Background: an optimization exercise with open tools, aiming at small area, a short achievable clock period and few clock cycles per item. Do not read the settings as production practice. RTL that was checked went through simulation tests only; none was proved equivalent to the original. Power figures rest on the tool's default switching activity, not on a simulated workload.

## job 101
==> module argmax16, before the edit <==
module argmax16 #(
  parameter int HBG = 3,    
  parameter int HBT = 3     
) (
  input  logic         clk,
  input  logic         rstn,        
  input  logic         in_valid,
  input  logic [255:0] in_data,     
  output logic         out_valid,
  output logic [3:0]   out_idx
);
  logic             valid_q;
  logic [3:0][15:0] gval, gval_q;    
  logic [3:0][3:0]  gwin;            
  logic [3:0][1:0]  gidx, gidx_q;    
  logic [3:0]       win;             
  logic [15:0]      unused_val;
  logic [3:0]       idx_c;
  always_ff @(posedge clk or negedge rstn) begin
    if (!rstn) begin
      valid_q   <= 1'b0;
      out_valid <= 1'b0;
    end else begin
      valid_q   <= in_valid;
      out_valid <= valid_q;
    end
  end
  for (genvar g = 0; g < 4; g++) begin : g_grp
    comparator #(.DW(16), .HB(HBG)) u_grp (
      .val   (in_data[64*g +: 64]),
      .win   (gwin[g]),
      .o_val (gval[g])
    );
    assign gidx[g][1] = gwin[g][3] | gwin[g][2];
    assign gidx[g][0] = gwin[g][3] | gwin[g][1];
  end
  always_ff @(posedge clk) begin
    gval_q <= gval;
    gidx_q <= gidx;
  end
  comparator #(.DW(16), .HB(HBT)) u_top (
    .val   (gval_q),
    .win   (win),
    .o_val (unused_val)
  );
  always_comb begin
    idx_c[3] = win[3] | win[2];
    idx_c[2] = win[3] | win[1];
    idx_c[1:0] = '0;
    for (int g = 0; g < 4; g++) idx_c[1:0] |= {2{win[g]}} & gidx_q[g];
  end
  always_ff @(posedge clk) out_idx <= idx_c;
endmodule
Settings: LEC_CHECK=0, CAP_MARGIN=20, CORE_MARGIN=2, CORE_UTILIZATION=55, CTS_BUF_LIST=sky130_fd_sc_hd__clkbuf_4 sky130_fd_sc_hd__clkbuf_8, SETUP_SLACK_MARGIN=4.3, SLEW_MARGIN=20; clock period 8.5 ns.
standard.sh (not shown) runs the stock make flow with config.mk's settings and CLKGATE_MAP_FILE= SYNTH_SCRIPT=/design/flow/synth_recipe.tcl, a recipe that flattens the netlist after the stock synthesis.
==> flow/flow/run.sh <==
#!/bin/bash
# Standard ORFS layout, with the port buffers made of sky130 buf cells
# instead of the delay buffer buffer_ports picks by default.
set -e
export BUFFER_PORTS_ARGS="-buffer_cell sky130_fd_sc_hd__buf_1"
bash standard.sh > standard.log 2>&1
Testbench counts of job 101, summed over its fixed seeds: cycles 8,208, items 8,192.
Inputs modified between job 101 and job 102:
-- flow/design.v --
<<< job 101, line 45
endmodule
module argmax16 #(
  parameter int HBG = 3,    
  parameter int HBT = 3     
) (
>>> job 102, line 45
endmodule
module argmax16 #(
  parameter int HBG = 4,    
  parameter int HBT = 3     
) (
==> run notes <==
Looking only at highest achievable clock rate, and setting everything else aside, the lower value of job 102 and job 101 goes to job 102.
Relative to job 101, clock power has decreased by about 24% in job 102.
When job 102 is measured against job 101, its share of power burned in the clock network turns out 5.7 points lower.
Job 101 has higher setup slack than job 102.
Power share of the combinational group ended up 7.3 points higher on job 102 than on job 101.
Comparing job 102 and job 101, the higher synthesized area is on job 102.
Compared with job 101, job 102 degrades wire length of the first global-routing pass.
Job 101 reports its critical path launch point as in_data[48] while job 102 reports in_data[160].
As far as buffer depth of the longest clock path goes, job 101 and job 102 are indistinguishable; the numbers are identical.
Only the layout flow was run in job 102; the RTL was not checked for function there.

* * *

Another version of the RTL of argmax16 (not shown whole).
For scale: ~1600 cells after synthesis, roughly 74 flip-flops, about 11000 um^2 of cells after synthesis.
==> module argmax16, before the edit <==
module argmax16 #(
  parameter int HB = 2      
) (
  input  logic         clk,
  input  logic         rstn,        
  input  logic         in_valid,
  input  logic [255:0] in_data,     
  output logic         out_valid,
  output logic [3:0]   out_idx
);
  localparam int LB = 16 - HB;
  logic                valid_q;
  logic [3:0][HB-1:0]  ghigh;             
  logic [3:0][LB-1:0]  glow, glow_q;      
  logic [3:0][3:0]     gwin;              
  logic [3:0][1:0]     gidx, gidx_q;      
  logic [3:0]          gflag, gflag_q;    
  logic [3:0]          hbits;
  logic                hany;
  logic [3:0]          win;               
  logic [3:0]          idx_c;
  always_ff @(posedge clk or negedge rstn) begin
    if (!rstn) begin
      valid_q   <= 1'b0;
      out_valid <= 1'b0;
    end else begin
      valid_q   <= in_valid;
      out_valid <= valid_q;
    end
  end
  for (genvar g = 0; g < 4; g++) begin : g_grp
    comparator #(.DW(16), .HB(HB)) u_grp (
      .val    (in_data[64*g +: 64]),
      .win    (gwin[g]),
      .o_high (ghigh[g]),
      .o_low  (glow[g])
    );
    assign gidx[g][1] = gwin[g][3] | gwin[g][2];
    assign gidx[g][0] = gwin[g][3] | gwin[g][1];
  end
  always_comb begin
    gflag = 4'b1111;
    for (int k = HB - 1; k >= 0; k--) begin
      for (int g = 0; g < 4; g++) hbits[g] = ghigh[g][k];
      hany  = |(gflag & hbits);
      gflag = gflag & (hbits | {4{~hany}});
    end
  end
  always_ff @(posedge clk) begin
    glow_q  <= glow;
    gidx_q  <= gidx;
    gflag_q <= gflag;
  end
  argmax4_flat #(.DW(LB)) u_top (
    .val  (glow_q),
    .flag (gflag_q),
    .win  (win)
  );
  always_comb begin
    idx_c[3] = win[3] | win[2];
    idx_c[2] = win[3] | win[1];
    idx_c[1:0] = '0;
    for (int g = 0; g < 4; g++) idx_c[1:0] |= {2{win[g]}} & gidx_q[g];
  end
  always_ff @(posedge clk) out_idx <= idx_c;
endmodule
export LEC_CHECK = 0
export CAP_MARGIN = 20
export CORE_MARGIN = 2
export CORE_UTILIZATION = 55
export CTS_BUF_LIST = sky130_fd_sc_hd__clkbuf_4 sky130_fd_sc_hd__clkbuf_8
export SETUP_SLACK_MARGIN = 4.3
export SLEW_MARGIN = 20
create_clock -name core_clock -period 8.5 [get_ports {clk}]
Scripts as last shown in full above: flow/flow/run.sh
The starting point went through all stages and came out clean.
Change:
--- a/flow/design.v
+++ b/flow/design.v
@@ -69,13 +69,13 @@
       for (int j = 0; j < 4; j++)
         if (j != i) win[i] = win[i] & (~flag[j] | beats[i][j]);
     end
   end
 endmodule
 module argmax16 #(
-  parameter int HB = 2      
+  parameter int HB = 3      
 ) (
   input  logic         clk,
   input  logic         rstn,        
   input  logic         in_valid,
   input  logic [255:0] in_data,     
   output logic         out_valid,
Effect: First-iteration DRC count went down by about 50%. Hold slack degrades by 9.5 ps. Setup slack improves by 42 ps. Register-to-register slack degrades by 70 ps. Flip-flop and latch count went down by 4. Design area went down by 6.3%. Die area went down by 6.1%. Non-clock buffer count went down by 7. Clock skew barely changes. Combinational power went down by about 3.8%. Area after synthesis went down by 6.2%. Routed wire length went down by about 12%. Fmax went up by 1.0%.
Testbench counts after the change, summed over its fixed seeds: cycles 8,208, items 8,192.
No functional check of the RTL was part of the first run of this note.

* * *

== old ==
Another version of the RTL of argmax16 (not shown whole).
Size: about 1500 cells after synthesis, ~73 flip-flops, about 260 I/O pins.
==> module comparator, before the edit <==
module comparator #(
  parameter int DW = 16,
  parameter int IW = 2,
  parameter int HB = 3
) (
  input  logic [3:0][DW-1:0] val,
  input  logic [3:0][IW-1:0] idx,
  output logic [DW-1:0]      o_val,
  output logic [IW+1:0]      o_idx
);
  localparam int LB = DW - HB;
  function automatic logic greater(input logic [LB-1:0] a, input logic [LB-1:0] b);
    logic c;
    c = 1'b0;
    for (int k = 0; k < LB; k++) c = (a[k] & ~b[k]) | ((a[k] | ~b[k]) & c);
    greater = c;
  endfunction
  logic [3:0] cand;              
  logic       any;
  logic [3:0] bits;
  logic [3:0][3:0] beats;        
  logic [3:0] win;
  always_comb begin
    cand = 4'b1111;
    for (int k = DW - 1; k >= LB; k--) begin
      for (int i = 0; i < 4; i++) bits[i] = val[i][k];
      any  = |(cand & bits);
      cand = cand & (bits | {4{~any}});
    end
  end
  always_comb begin
    beats = '0;
    for (int i = 0; i < 4; i++)
      for (int j = i + 1; j < 4; j++) begin
        beats[i][j] = greater(val[i][LB-1:0], val[j][LB-1:0]);
        beats[j][i] = ~beats[i][j];
      end
    for (int i = 0; i < 4; i++) begin
      win[i] = cand[i];
      for (int j = 0; j < 4; j++)
        if (j != i) win[i] = win[i] & (~cand[j] | beats[i][j]);
    end
  end
  always_comb begin
    o_val = '0;
    for (int i = 0; i < 4; i++) o_val |= {DW{win[i]}} & val[i];
  end
  assign o_idx[IW+1] = win[3] | win[2];
  assign o_idx[IW]   = win[3] | win[1];
  always_comb begin
    o_idx[IW-1:0] = '0;
    for (int i = 0; i < 4; i++) o_idx[IW-1:0] |= {IW{win[i]}} & idx[i];
  end
endmodule
Settings: LEC_CHECK=0, CAP_MARGIN=20, CORE_MARGIN=2, CORE_UTILIZATION=55, SETUP_SLACK_MARGIN=4, SLEW_MARGIN=20; clock period 8.5 ns.
Scripts as last shown in full above: flow/flow/run.sh
Testbench counts of old, summed over its fixed seeds: cycles 8,200, items 8,192.
## Diff of input files: new against old
-- flow/design.v --
<<< old, line 1
module comparator #(
  parameter int DW = 16,
  parameter int IW = 2,
  parameter int HB = 3
) (
  input  logic [3:0][DW-1:0] val,
>>> new, line 1
module comparator #(
  parameter int DW = 16,
  parameter int IW = 2
) (
  input  logic [3:0][DW-1:0] val,
<<< old, line 9
  output logic [IW+1:0]      o_idx
);
  localparam int LB = DW - HB;
  function automatic logic greater(input logic [LB-1:0] a, input logic [LB-1:0] b);
    logic c;
    c = 1'b0;
    for (int k = 0; k < LB; k++) c = (a[k] & ~b[k]) | ((a[k] | ~b[k]) & c);
    greater = c;
  endfunction
  logic [3:0] cand;              
  logic       any;
  logic [3:0] bits;
  logic [3:0][3:0] beats;        
  logic [3:0] win;
  always_comb begin
    cand = 4'b1111;
    for (int k = DW - 1; k >= LB; k--) begin
      for (int i = 0; i < 4; i++) bits[i] = val[i][k];
      any  = |(cand & bits);
      cand = cand & (bits | {4{~any}});
    end
  end
  always_comb begin
    beats = '0;
    for (int i = 0; i < 4; i++)
      for (int j = i + 1; j < 4; j++) begin
        beats[i][j] = greater(val[i][LB-1:0], val[j][LB-1:0]);
        beats[j][i] = ~beats[i][j];
      end
    for (int i = 0; i < 4; i++) begin
      win[i] = cand[i];
      for (int j = 0; j < 4; j++)
        if (j != i) win[i] = win[i] & (~cand[j] | beats[i][j]);
    end
  end
  always_comb begin
    o_val = '0;
>>> new, line 8
  output logic [IW+1:0]      o_idx
);
  logic gt01, gt02, gt03, gt12, gt13, gt23;
  logic [3:0] win;
  function automatic logic greater(input logic [DW-1:0] a, input logic [DW-1:0] b);
    logic c;
    c = 1'b0;
    for (int k = 0; k < DW; k++) c = (a[k] & ~b[k]) | ((a[k] | ~b[k]) & c);
    greater = c;
  endfunction
  assign gt01 = greater(val[0], val[1]);
  assign gt02 = greater(val[0], val[2]);
  assign gt03 = greater(val[0], val[3]);
  assign gt12 = greater(val[1], val[2]);
  assign gt13 = greater(val[1], val[3]);
  assign gt23 = greater(val[2], val[3]);
  assign win[0] =  gt01 &  gt02 &  gt03;
  assign win[1] = ~gt01 &  gt12 &  gt13;
  assign win[2] = ~gt02 & ~gt12 &  gt23;
  assign win[3] = ~gt03 & ~gt13 & ~gt23;
  always_comb begin
    o_val = '0;
Results
- On final area, old beats new.
- Per the comparison of new with old, post-synthesis sequential area ratio fell by 1.2 points; met2 wire length rose by 15%; initial DRC count rose by 72%.
- Total via count in the routed design on new is up relative to old.
- new: PASS, flow complete, no timing, DRC or antenna violations
- HPWL after detailed placement in new is 5400 µm above old.
Testbench counts of new, summed over its fixed seeds: cycles 8,200, items 8,192.

* * *

Setup of 04-09:
argmax16, a different RTL version from the one above (not shown whole).
Size: roughly 1600 cells after synthesis, about 260 I/O pins, ~11000 um^2 of cells after synthesis.
==> module comparator, before the edit <==
module comparator #(
  parameter int DW = 16,
  parameter int IW = 2,
  parameter int HB = 4
) (
  input  logic [3:0][DW-1:0] val,
  input  logic [3:0][IW-1:0] idx,
  output logic [DW-1:0]      o_val,
  output logic [IW+1:0]      o_idx
);
  localparam int LB = DW - HB;
  function automatic logic greater(input logic [LB-1:0] a, input logic [LB-1:0] b);
    logic c;
    c = 1'b0;
    for (int k = 0; k < LB; k++) c = (a[k] & ~b[k]) | ((a[k] | ~b[k]) & c);
    greater = c;
  endfunction
  logic [3:0] cand;              
  logic       any;
  logic [3:0] bits;
  logic [3:0][3:0] beats;        
  logic [3:0] win;
  always_comb begin
    cand = 4'b1111;
    for (int k = DW - 1; k >= LB; k--) begin
      for (int i = 0; i < 4; i++) bits[i] = val[i][k];
      any  = |(cand & bits);
      cand = cand & (bits | {4{~any}});
    end
  end
  always_comb begin
    beats = '0;
    for (int i = 0; i < 4; i++)
      for (int j = i + 1; j < 4; j++) begin
        beats[i][j] = greater(val[i][LB-1:0], val[j][LB-1:0]);
        beats[j][i] = ~beats[i][j];
      end
    for (int i = 0; i < 4; i++) begin
      win[i] = cand[i];
      for (int j = 0; j < 4; j++)
        if (j != i) win[i] = win[i] & (~cand[j] | beats[i][j]);
    end
  end
  always_comb begin
    o_val = '0;
    for (int i = 0; i < 4; i++) o_val |= {DW{win[i]}} & val[i];
  end
  assign o_idx[IW+1] = win[3] | win[2];
  assign o_idx[IW]   = win[3] | win[1];
  always_comb begin
    o_idx[IW-1:0] = '0;
    for (int i = 0; i < 4; i++) o_idx[IW-1:0] |= {IW{win[i]}} & idx[i];
  end
endmodule
==> module argmax16, before the edit <==
module argmax16 #(
  parameter bit REG_MID = 1    
) (
  input  logic         clk,
  input  logic         rstn,        
  input  logic         in_valid,
  input  logic [255:0] in_data,     
  output logic         out_valid,
  output logic [3:0]   out_idx
);
  logic [3:0][15:0] gval, gval_q;    
  logic [3:0][1:0]  gidx, gidx_q;    
  logic [3:0]       idx_c;
  logic [3:0][3:0]  gx;              
  logic [15:0]      unused_val;
  always_ff @(posedge clk or negedge rstn) begin
    if (!rstn) out_valid <= 1'b0;
    else       out_valid <= in_valid;
  end
  for (genvar g = 0; g < 4; g++) begin : g_grp
    comparator #(.DW(16), .IW(1)) u_grp (
      .val   (in_data[64*g +: 64]),
      .idx   ('0),
      .o_val (gval[g]),
      .o_idx (gx[g][2:0])
    );
    assign gx[g][3] = 1'b0;
    assign gidx[g]  = gx[g][2:1];
  end
  comparator #(.DW(16), .IW(2)) u_top (
    .val   (gval_q),
    .idx   (gidx_q),
    .o_val (unused_val),
    .o_idx (idx_c)
  );
  if (REG_MID) begin : g_mid
    always_ff @(posedge clk) begin
      gval_q <= gval;
      gidx_q <= gidx;
    end
    assign out_idx = idx_c;
  end else begin : g_out
    assign gval_q = gval;
    assign gidx_q = gidx;
    always_ff @(posedge clk) out_idx <= idx_c;
  end
endmodule
Settings: LEC_CHECK=0, CAP_MARGIN=20, CORE_MARGIN=2, CORE_UTILIZATION=55, SETUP_SLACK_MARGIN=4, SLEW_MARGIN=20; clock period 8.5 ns.
Scripts as last shown in full above: flow/flow/run.sh
#### Input delta (05-27 over 04-09)
-- flow/design.v --
<<< 04-09, line 2
  parameter int DW = 16,
  parameter int IW = 2,
  parameter int HB = 4
) (
  input  logic [3:0][DW-1:0] val,
>>> 05-27, line 2
  parameter int DW = 16,
  parameter int IW = 2,
  parameter int HB = 2
) (
  input  logic [3:0][DW-1:0] val,
<<< 04-09, line 16
    greater = c;
  endfunction
  logic [3:0] cand;              
  logic       any;
  logic [3:0] bits;
  logic [3:0][3:0] beats;        
  logic [3:0] win;
  always_comb begin
    cand = 4'b1111;
    for (int k = DW - 1; k >= LB; k--) begin
      for (int i = 0; i < 4; i++) bits[i] = val[i][k];
      any  = |(cand & bits);
      cand = cand & (bits | {4{~any}});
    end
  end
>>> 05-27, line 16
    greater = c;
  endfunction
  logic [3:0]      cand;         
  logic [3:0]      bits;
  logic [3:0][3:0] beats;        
  logic [3:0]      win;
  always_comb begin
    cand = 4'b1111;
    for (int k = DW - 1; k >= LB; k--) begin
      for (int i = 0; i < 4; i++) bits[i] = val[i][k];
      o_val[k] = |(cand & bits);
      cand = cand & (bits | {4{~o_val[k]}});
    end
  end
<<< 04-09, line 43
  end
  always_comb begin
    o_val = '0;
    for (int i = 0; i < 4; i++) o_val |= {DW{win[i]}} & val[i];
  end
  assign o_idx[IW+1] = win[3] | win[2];
>>> 05-27, line 42
  end
  always_comb begin
    o_val[LB-1:0] = '0;
    for (int i = 0; i < 4; i++) o_val[LB-1:0] |= {LB{win[i]}} & val[i][LB-1:0];
  end
  assign o_idx[IW+1] = win[3] | win[2];
<<< 04-09, line 54
endmodule
module argmax16 #(
  parameter bit REG_MID = 1    
) (
  input  logic         clk,
>>> 05-27, line 53
endmodule
module argmax16 #(
  parameter bit REG_MID = 1,   
  parameter int HBG     = 3,   
  parameter int HBT     = 3    
) (
  input  logic         clk,
<<< 04-09, line 73
  end
  for (genvar g = 0; g < 4; g++) begin : g_grp
    comparator #(.DW(16), .IW(1)) u_grp (
      .val   (in_data[64*g +: 64]),
      .idx   ('0),
>>> 05-27, line 74
  end
  for (genvar g = 0; g < 4; g++) begin : g_grp
    comparator #(.DW(16), .IW(1), .HB(HBG)) u_grp (
      .val   (in_data[64*g +: 64]),
      .idx   ('0),
<<< 04-09, line 82
    assign gidx[g]  = gx[g][2:1];
  end
  comparator #(.DW(16), .IW(2)) u_top (
    .val   (gval_q),
    .idx   (gidx_q),
>>> 05-27, line 83
    assign gidx[g]  = gx[g][2:1];
  end
  comparator #(.DW(16), .IW(2), .HB(HBT)) u_top (
    .val   (gval_q),
    .idx   (gidx_q),
Notes after the runs:
- On worst hold-check slack: between 05-27 and 04-09, it ends up higher for 05-27.
- Going from 04-09 to 05-27, clock network power shrinks by about 12%.
- Signed area change from the synthesized netlist to the final layout: 05-27 and 04-09 compared, lower one is 05-27
- Relative to 04-09, 05-27 degrades final routed wirelength across all metal layers.
- Re count of fill cells added during filler insertion: 04-09 was lower than 05-27.
- Diff 04-09 -> 05-27: maximum clock path buffer count has remained practically unchanged; horizontal die dimension ~0 delta; synthesized cell area flat; clock network fraction of design power shrank by 0.8 points.
- When 05-27 is set beside 04-09, its cell area after layout turns out to be about 3.4% smaller.
- Compared with 04-09, 05-27 shows a share of cells above drive strength 1 that is 4.5 points lower.
- Total power, 05-27 and 04-09: smaller value in 05-27
- Every stage of the flow completed for 05-27, and the final layout passed the timing, design-rule and antenna checks.
- 04-09 → 05-27: worst slew margin relative to its limit went down by 21 points; clock-buffer cell count went down by 1.
No run of this note included a check of the RTL's function; only the layout flow was run.

## re-timing with driven ports
The results above use ideal ports. As a check the final layouts listed here were re-extracted and re-timed, cells and wires unchanged.
Step 1: set_driving_cell puts a clkbuf_16 on clk and a buf_2 on each other input, an assumption about the parent block.
Step 2 moves the port delays by t, midway between the first and last clock arrival at a register: inputs arrive t later, outputs are due t later. That takes back most of the time a late clock gives input paths.
Slacks: ideal / step 1 / step 2; pairs: ideal / step 1.
| run | shift t [ns] | setup WS [ns] | worst setup path at the end | worst slew at a driven data input, ns | pins driven straight from the clock port |
|---|---|---|---|---|---|
| job 101 | 0.412 | 4.267 / 4.269 / 3.857 | input to register | 0.05 | 1 |
| job 102 | 0.400 | 4.043 / 4.033 / 3.634 | input to register | 0.07 | 1 |
| the first run of note 2 | 0.409 | 4.300 / 4.307 / 3.898 | input to register | 0.05 | 1 |
| the second run of note 2 | 0.421 | 4.342 / 4.354 / 3.933 | input to register | 0.05 | 1 |
| old | 0.390 | 3.770 / 3.726 / 3.738 | input to register | 0.04 | 1 |
| new | 0.368 | 3.749 / 3.714 / 3.790 | input to register | 0.04 | 1 |
| 04-09 | 0.385 | 3.508 / 3.469 / 3.721 | input to register | 0.04 | 1 |
| 05-27 | 0.381 | 3.638 / 3.600 / 3.738 | input to register | 0.04 | 1 |
After both steps every run listed still meets setup and hold. For job 101, which loses most, drivers alone change the setup slack by +0.002 ns; drivers and shift together by -0.410 ns.
